This is an optimization exercise on Yosys and OpenROAD, whose aim is small area and a short achievable clock period, not a production implementation.

==> wip/pepper <==
Design top_module, start of the top module:
module top_module(
    input [11:0] angleIn,
    input [11:0] setPoint,
    input [7:0] kp,
    input [7:0] ki,
    input [7:0] kd,
    input clk,
    input rst,
    output signed [8:0] dutyCycleOut
    );
==> flow/config.mk <==
export PLATFORM = sky130hd
export DESIGN_NAME = top_module
export DESIGN_NICKNAME = top_module
export VERILOG_FILES = /design/flow/design.v
export SDC_FILE = /design/flow/constraint.sdc
export NUM_CORES = 4
export LEC_CHECK = 0
export CAP_MARGIN = 20
export CORE_MARGIN = 2
export CORE_UTILIZATION = 40
export SLEW_MARGIN = 20
export SYNTH_HIERARCHICAL = 1
==> flow/constraint.sdc <==
create_clock -name core_clock -period 16.0 [get_ports {clk}]
set_input_delay 3.2000 -clock core_clock [delete_from_list [all_inputs] [get_ports {clk}]]
set_output_delay 3.2000 -clock core_clock [all_outputs]
set_load 0.01 [all_outputs]
standard.sh (not shown) runs the stock make flow with config.mk's settings and CLKGATE_MAP_FILE= SYNTH_SCRIPT=/design/flow/synth_recipe.tcl, a recipe that flattens the netlist after the stock synthesis.
==> flow/flow/run.sh <==
#!/bin/bash
# Standard layout, with timing repair aimed past the clock period (the SDC is
# unchanged) and ordinary buffers on the ports instead of delay cells.
set -euo pipefail
MARGIN=$(cat flow/margin.txt)
bash standard.sh SETUP_SLACK_MARGIN=$MARGIN \
  BUFFER_PORTS_ARGS="-buffer_cell sky130_fd_sc_hd__buf_2" MATCH_CELL_FOOTPRINT=0 finish > standard_make.log 2>&1
==> flow/flow/margin.txt <==
11.5
==> wip/harbor (differences from wip/pepper) <==
--- a/flow/design.v
+++ b/flow/design.v
@@ -961,37 +961,33 @@
     pid_fa u_fa286 (.a(w536), .b(w573), .ci(w572), .s(w609), .co(w610));
     pid_fa u_fa287 (.a(w540), .b(w574), .ci(w575), .s(w611), .co(w612));
     pid_fa u_fa288 (.a(w544), .b(w577), .ci(w576), .s(w613), .co(w614));
     pid_fa u_fa289 (.a(w546), .b(w579), .ci(w578), .s(w615), .co(w616));
     pid_fa u_fa290 (.a(in_r[19]), .b((e_r[12] & ki_r[7])), .ci(w580), .s(w617), .co(w618));
     wire [22:0] sca = {1'b0, w392, w433, w431, w428, w426, w424, w422, w420, w418, w416, w414, w412, w410, w408, w406, w404, w402, w400, w398, w396, w394, w351};
     wire [22:0] scb = {1'b1, w434, w432, w430, w429, w427, w425, w423, w421, w419, w417, w415, w413, w411, w409, w407, w405, w403, w401, w399, w397, w395, w393};
-    wire [8:0] s_lo = ~(sca[8:0] + scb[8:0] + 9'd1);
-    wire [22:0] t_hi = sca + scb + 23'd257;
-    wire [22:0] t_lo = sca + scb - 23'd254;
-    wire s_pos = t_hi[22];       
-    wire s_neg = ~t_lo[22];      
+    wire signed [22:0] s = ~sca + ~scb;
     wire [20:0] ica = {~in_r[20], w617, w615, w612, w611, w609, w606, w604, w602, w600, w598, w596, w594, w592, w590, w588, w586, w584, w582, ~(e_r[0] & ki_r[1]), in_r[0]};
     wire [20:0] icb = {w618, w616, w614, w613, w610, w608, w607, w605, w603, w601, w599, w597, w595, w593, w591, w589, w587, w585, w583, w581, ~(e_r[0] & ki_r[0])};
-    wire [20:0] isum_n = ica + icb + 21'd1;    
+    wire signed [20:0] isum = ~ica + ~icb;
     always @(posedge clk) begin
         rst_r <= rst;
         e_r <= rst ? 13'sd0 : e;
         pen_r <= ~e_r;
         kpd_r <= kp + kd;
         kd_r <= kd;
         ki_r <= ki;
         if (rst_r) in_r <= ~21'd0;
         else if (integ > 255) in_r <= ~21'd255;
         else if (integ < -255) in_r <= ~(-21'sd255);
-        else in_r <= isum_n;
+        else in_r <= ~isum;
         if (rst | rst_r) y_r <= 9'sd0;
-        else if (s_pos) y_r <= 9'sd255;
-        else if (s_neg) y_r <= -9'sd255;
-        else y_r <= s_lo;
+        else if (s > 255) y_r <= 9'sd255;
+        else if (s < -255) y_r <= -9'sd255;
+        else y_r <= s[8:0];
     end
     assign dutyCycleOut = y_r;
 endmodule
 module pid_fa(input a, input b, input ci, output s, output co);
     assign s = a ^ b ^ ci;
     assign co = (a & b) | (ci & (a ^ b));
 endmodule
==> flow/run.sh (new file) <==
#!/bin/bash
# synth_recipe.tcl (not shown) runs the flow's synth.tcl, then flattens the netlist and writes it again
# the make line also repeats each setting of config.mk as NAME=value (left out here)
make -C /OpenROAD-flow-scripts/flow DESIGN_CONFIG=/design/flow/config.mk WORK_HOME=/design/flow/orfs CLKGATE_MAP_FILE= SYNTH_SCRIPT=/design/flow/synth_recipe.tcl finish
removed: flow/flow/run.sh
removed: flow/flow/margin.txt
removed: flow/standard.sh
==> wip/violet (differences from wip/pepper) <==
--- a/flow/design.v
+++ b/flow/design.v
@@ -961,37 +961,33 @@
     pid_fa u_fa286 (.a(w536), .b(w573), .ci(w572), .s(w609), .co(w610));
     pid_fa u_fa287 (.a(w540), .b(w574), .ci(w575), .s(w611), .co(w612));
     pid_fa u_fa288 (.a(w544), .b(w577), .ci(w576), .s(w613), .co(w614));
     pid_fa u_fa289 (.a(w546), .b(w579), .ci(w578), .s(w615), .co(w616));
     pid_fa u_fa290 (.a(in_r[19]), .b((e_r[12] & ki_r[7])), .ci(w580), .s(w617), .co(w618));
     wire [22:0] sca = {1'b0, w392, w433, w431, w428, w426, w424, w422, w420, w418, w416, w414, w412, w410, w408, w406, w404, w402, w400, w398, w396, w394, w351};
     wire [22:0] scb = {1'b1, w434, w432, w430, w429, w427, w425, w423, w421, w419, w417, w415, w413, w411, w409, w407, w405, w403, w401, w399, w397, w395, w393};
-    wire [8:0] s_lo = ~(sca[8:0] + scb[8:0] + 9'd1);
-    wire [22:0] t_hi = sca + scb + 23'd257;
-    wire [22:0] t_lo = sca + scb - 23'd254;
-    wire s_pos = t_hi[22];       
-    wire s_neg = ~t_lo[22];      
+    wire signed [22:0] s = ~sca + ~scb;
     wire [20:0] ica = {~in_r[20], w617, w615, w612, w611, w609, w606, w604, w602, w600, w598, w596, w594, w592, w590, w588, w586, w584, w582, ~(e_r[0] & ki_r[1]), in_r[0]};
     wire [20:0] icb = {w618, w616, w614, w613, w610, w608, w607, w605, w603, w601, w599, w597, w595, w593, w591, w589, w587, w585, w583, w581, ~(e_r[0] & ki_r[0])};
-    wire [20:0] isum_n = ica + icb + 21'd1;    
+    wire signed [20:0] isum = ~ica + ~icb;
     always @(posedge clk) begin
         rst_r <= rst;
         e_r <= rst ? 13'sd0 : e;
         pen_r <= ~e_r;
         kpd_r <= kp + kd;
         kd_r <= kd;
         ki_r <= ki;
         if (rst_r) in_r <= ~21'd0;
         else if (integ > 255) in_r <= ~21'd255;
         else if (integ < -255) in_r <= ~(-21'sd255);
-        else in_r <= isum_n;
+        else in_r <= ~isum;
         if (rst | rst_r) y_r <= 9'sd0;
-        else if (s_pos) y_r <= 9'sd255;
-        else if (s_neg) y_r <= -9'sd255;
-        else y_r <= s_lo;
+        else if (s > 255) y_r <= 9'sd255;
+        else if (s < -255) y_r <= -9'sd255;
+        else y_r <= s[8:0];
     end
     assign dutyCycleOut = y_r;
 endmodule
 module pid_fa(input a, input b, input ci, output s, output co);
     assign s = a ^ b ^ ci;
     assign co = (a & b) | (ci & (a ^ b));
 endmodule
==> flow/flow/run.sh (replaced) <==
#!/bin/bash
# Standard layout, with timing repair aimed past the clock period (the SDC is
# unchanged) and ordinary buffers on the ports instead of delay cells.
set -euo pipefail
MARGIN=$(cat flow/margin.txt)
bash standard.sh SETUP_SLACK_MARGIN=$MARGIN \
  BUFFER_PORTS_ARGS="-buffer_cell sky130_fd_sc_hd__buf_2" finish > standard_make.log 2>&1
==> wip/xenon (differences from wip/pepper) <==
--- a/flow/design.v
+++ b/flow/design.v
@@ -961,37 +961,33 @@
     pid_fa u_fa286 (.a(w536), .b(w573), .ci(w572), .s(w609), .co(w610));
     pid_fa u_fa287 (.a(w540), .b(w574), .ci(w575), .s(w611), .co(w612));
     pid_fa u_fa288 (.a(w544), .b(w577), .ci(w576), .s(w613), .co(w614));
     pid_fa u_fa289 (.a(w546), .b(w579), .ci(w578), .s(w615), .co(w616));
     pid_fa u_fa290 (.a(in_r[19]), .b((e_r[12] & ki_r[7])), .ci(w580), .s(w617), .co(w618));
     wire [22:0] sca = {1'b0, w392, w433, w431, w428, w426, w424, w422, w420, w418, w416, w414, w412, w410, w408, w406, w404, w402, w400, w398, w396, w394, w351};
     wire [22:0] scb = {1'b1, w434, w432, w430, w429, w427, w425, w423, w421, w419, w417, w415, w413, w411, w409, w407, w405, w403, w401, w399, w397, w395, w393};
-    wire [8:0] s_lo = ~(sca[8:0] + scb[8:0] + 9'd1);
-    wire [22:0] t_hi = sca + scb + 23'd257;
-    wire [22:0] t_lo = sca + scb - 23'd254;
-    wire s_pos = t_hi[22];       
-    wire s_neg = ~t_lo[22];      
+    wire signed [22:0] s = ~sca + ~scb;
     wire [20:0] ica = {~in_r[20], w617, w615, w612, w611, w609, w606, w604, w602, w600, w598, w596, w594, w592, w590, w588, w586, w584, w582, ~(e_r[0] & ki_r[1]), in_r[0]};
     wire [20:0] icb = {w618, w616, w614, w613, w610, w608, w607, w605, w603, w601, w599, w597, w595, w593, w591, w589, w587, w585, w583, w581, ~(e_r[0] & ki_r[0])};
-    wire [20:0] isum_n = ica + icb + 21'd1;    
+    wire signed [20:0] isum = ~ica + ~icb;
     always @(posedge clk) begin
         rst_r <= rst;
         e_r <= rst ? 13'sd0 : e;
         pen_r <= ~e_r;
         kpd_r <= kp + kd;
         kd_r <= kd;
         ki_r <= ki;
         if (rst_r) in_r <= ~21'd0;
         else if (integ > 255) in_r <= ~21'd255;
         else if (integ < -255) in_r <= ~(-21'sd255);
-        else in_r <= isum_n;
+        else in_r <= ~isum;
         if (rst | rst_r) y_r <= 9'sd0;
-        else if (s_pos) y_r <= 9'sd255;
-        else if (s_neg) y_r <= -9'sd255;
-        else y_r <= s_lo;
+        else if (s > 255) y_r <= 9'sd255;
+        else if (s < -255) y_r <= -9'sd255;
+        else y_r <= s[8:0];
     end
     assign dutyCycleOut = y_r;
 endmodule
 module pid_fa(input a, input b, input ci, output s, output co);
     assign s = a ^ b ^ ci;
     assign co = (a & b) | (ci & (a ^ b));
 endmodule
==> flow/flow/run.sh (replaced) <==
#!/bin/bash
# Standard layout, with timing repair aimed past the clock period (the SDC is
# unchanged) and ordinary buffers on the ports instead of delay cells.
set -euo pipefail
MARGIN=$(cat flow/margin.txt)
bash standard.sh SETUP_SLACK_MARGIN=$MARGIN \
  BUFFER_PORTS_ARGS="-buffer_cell sky130_fd_sc_hd__buf_2" finish > standard_make.log 2>&1
==> flow/flow/margin.txt (replaced) <==
10
==> results.txt <==
quantity                                                            wip/harbor         wip/pepper         wip/xenon         wip/violet
Run status                                            timing/DRC/antenna clean  timing/DRC/antenna clean  timing/DRC/antenna clean  timing/DRC/antenna clean
Netlist area before placement                                        13100 µm²          13000 µm²         13100 µm²          13100 µm²
Routed length on met2                                                 16100 µm           17200 µm          16800 µm           17700 µm
Global-route track usage on met1                                         26.8%              28.0%             27.7%              28.9%
Min Hold Slack                                                        0.646 ns           0.515 ns          0.492 ns           0.505 ns
Core region area                                                     32400 µm²          31800 µm²         32400 µm²          32400 µm²
Final critical delay including setup and external delays               7.33 ns            5.98 ns           6.41 ns            6.34 ns
Synthesized-area fraction occupied by and/or/nand/nor cells              16.5%              16.3%             16.5%              16.5%
Average instance area after synthesis                                 9.37 µm²           9.81 µm²          9.37 µm²           9.37 µm²
Total buffers and inverters traversed by the critical path                   1                  1                 2                  2
Distinct cell type count of the synthesized netlist                         56                 64                56                 56
Share of the clock period used by the worst path                         45.8%              37.4%             40.1%              39.7%
Worst path max stage delay                                             0.82 ns            0.55 ns           0.58 ns            0.55 ns
Final standard cell area without fillers                             14300 µm²          15700 µm²         15000 µm²          15900 µm²
Global routing usage on met3                                             3.40%              4.05%             3.60%              3.11%
End point of the worst hold path                             pen_r[12]$_DFF_P_  pen_r[12]$_DFF_P_  pen_r[9]$_DFF_P_  pen_r[12]$_DFF_P_
Number of multi-input combinational cells                                 1068               1079              1068               1068
Global-route track usage on met2                                         35.4%              36.8%             36.4%              37.7%
Total number of vias                                                      9566               9867             10000              10100
Tightest Pin Transition                                               0.869 ns            1.03 ns           1.02 ns            1.02 ns
No functional check of the RTL was part of any run of this note.

==> re-timing with driven ports <==
The flow's constraints put no driver on any port. The routed layouts listed below were extracted and timed again, unchanged, in two steps.
Step 1, drivers: a clkbuf_16 drives clk and a buf_2 each remaining input, both assumed.
Step 2 moves the port delays by t, midway between the first and last clock arrival at a register: inputs arrive t later, outputs are due t later. That takes back most of the time a late clock gives input paths.
a / b / c = ideal / step 1 / step 2; a / b = the first two.
run | t, ns | setup WS [ns] | cell pins on the clock port's net
wip/pepper | 0.408 | 10.016 / 10.016 / 10.016 | 1
wip/harbor | 0.410 | 8.673 / 8.673 / 8.673 | 1
wip/violet | 0.414 | 9.656 / 9.656 / 9.656 | 1
wip/xenon | 0.414 | 9.589 / 9.589 / 9.589 | 1
After both steps every run listed still meets setup and hold.
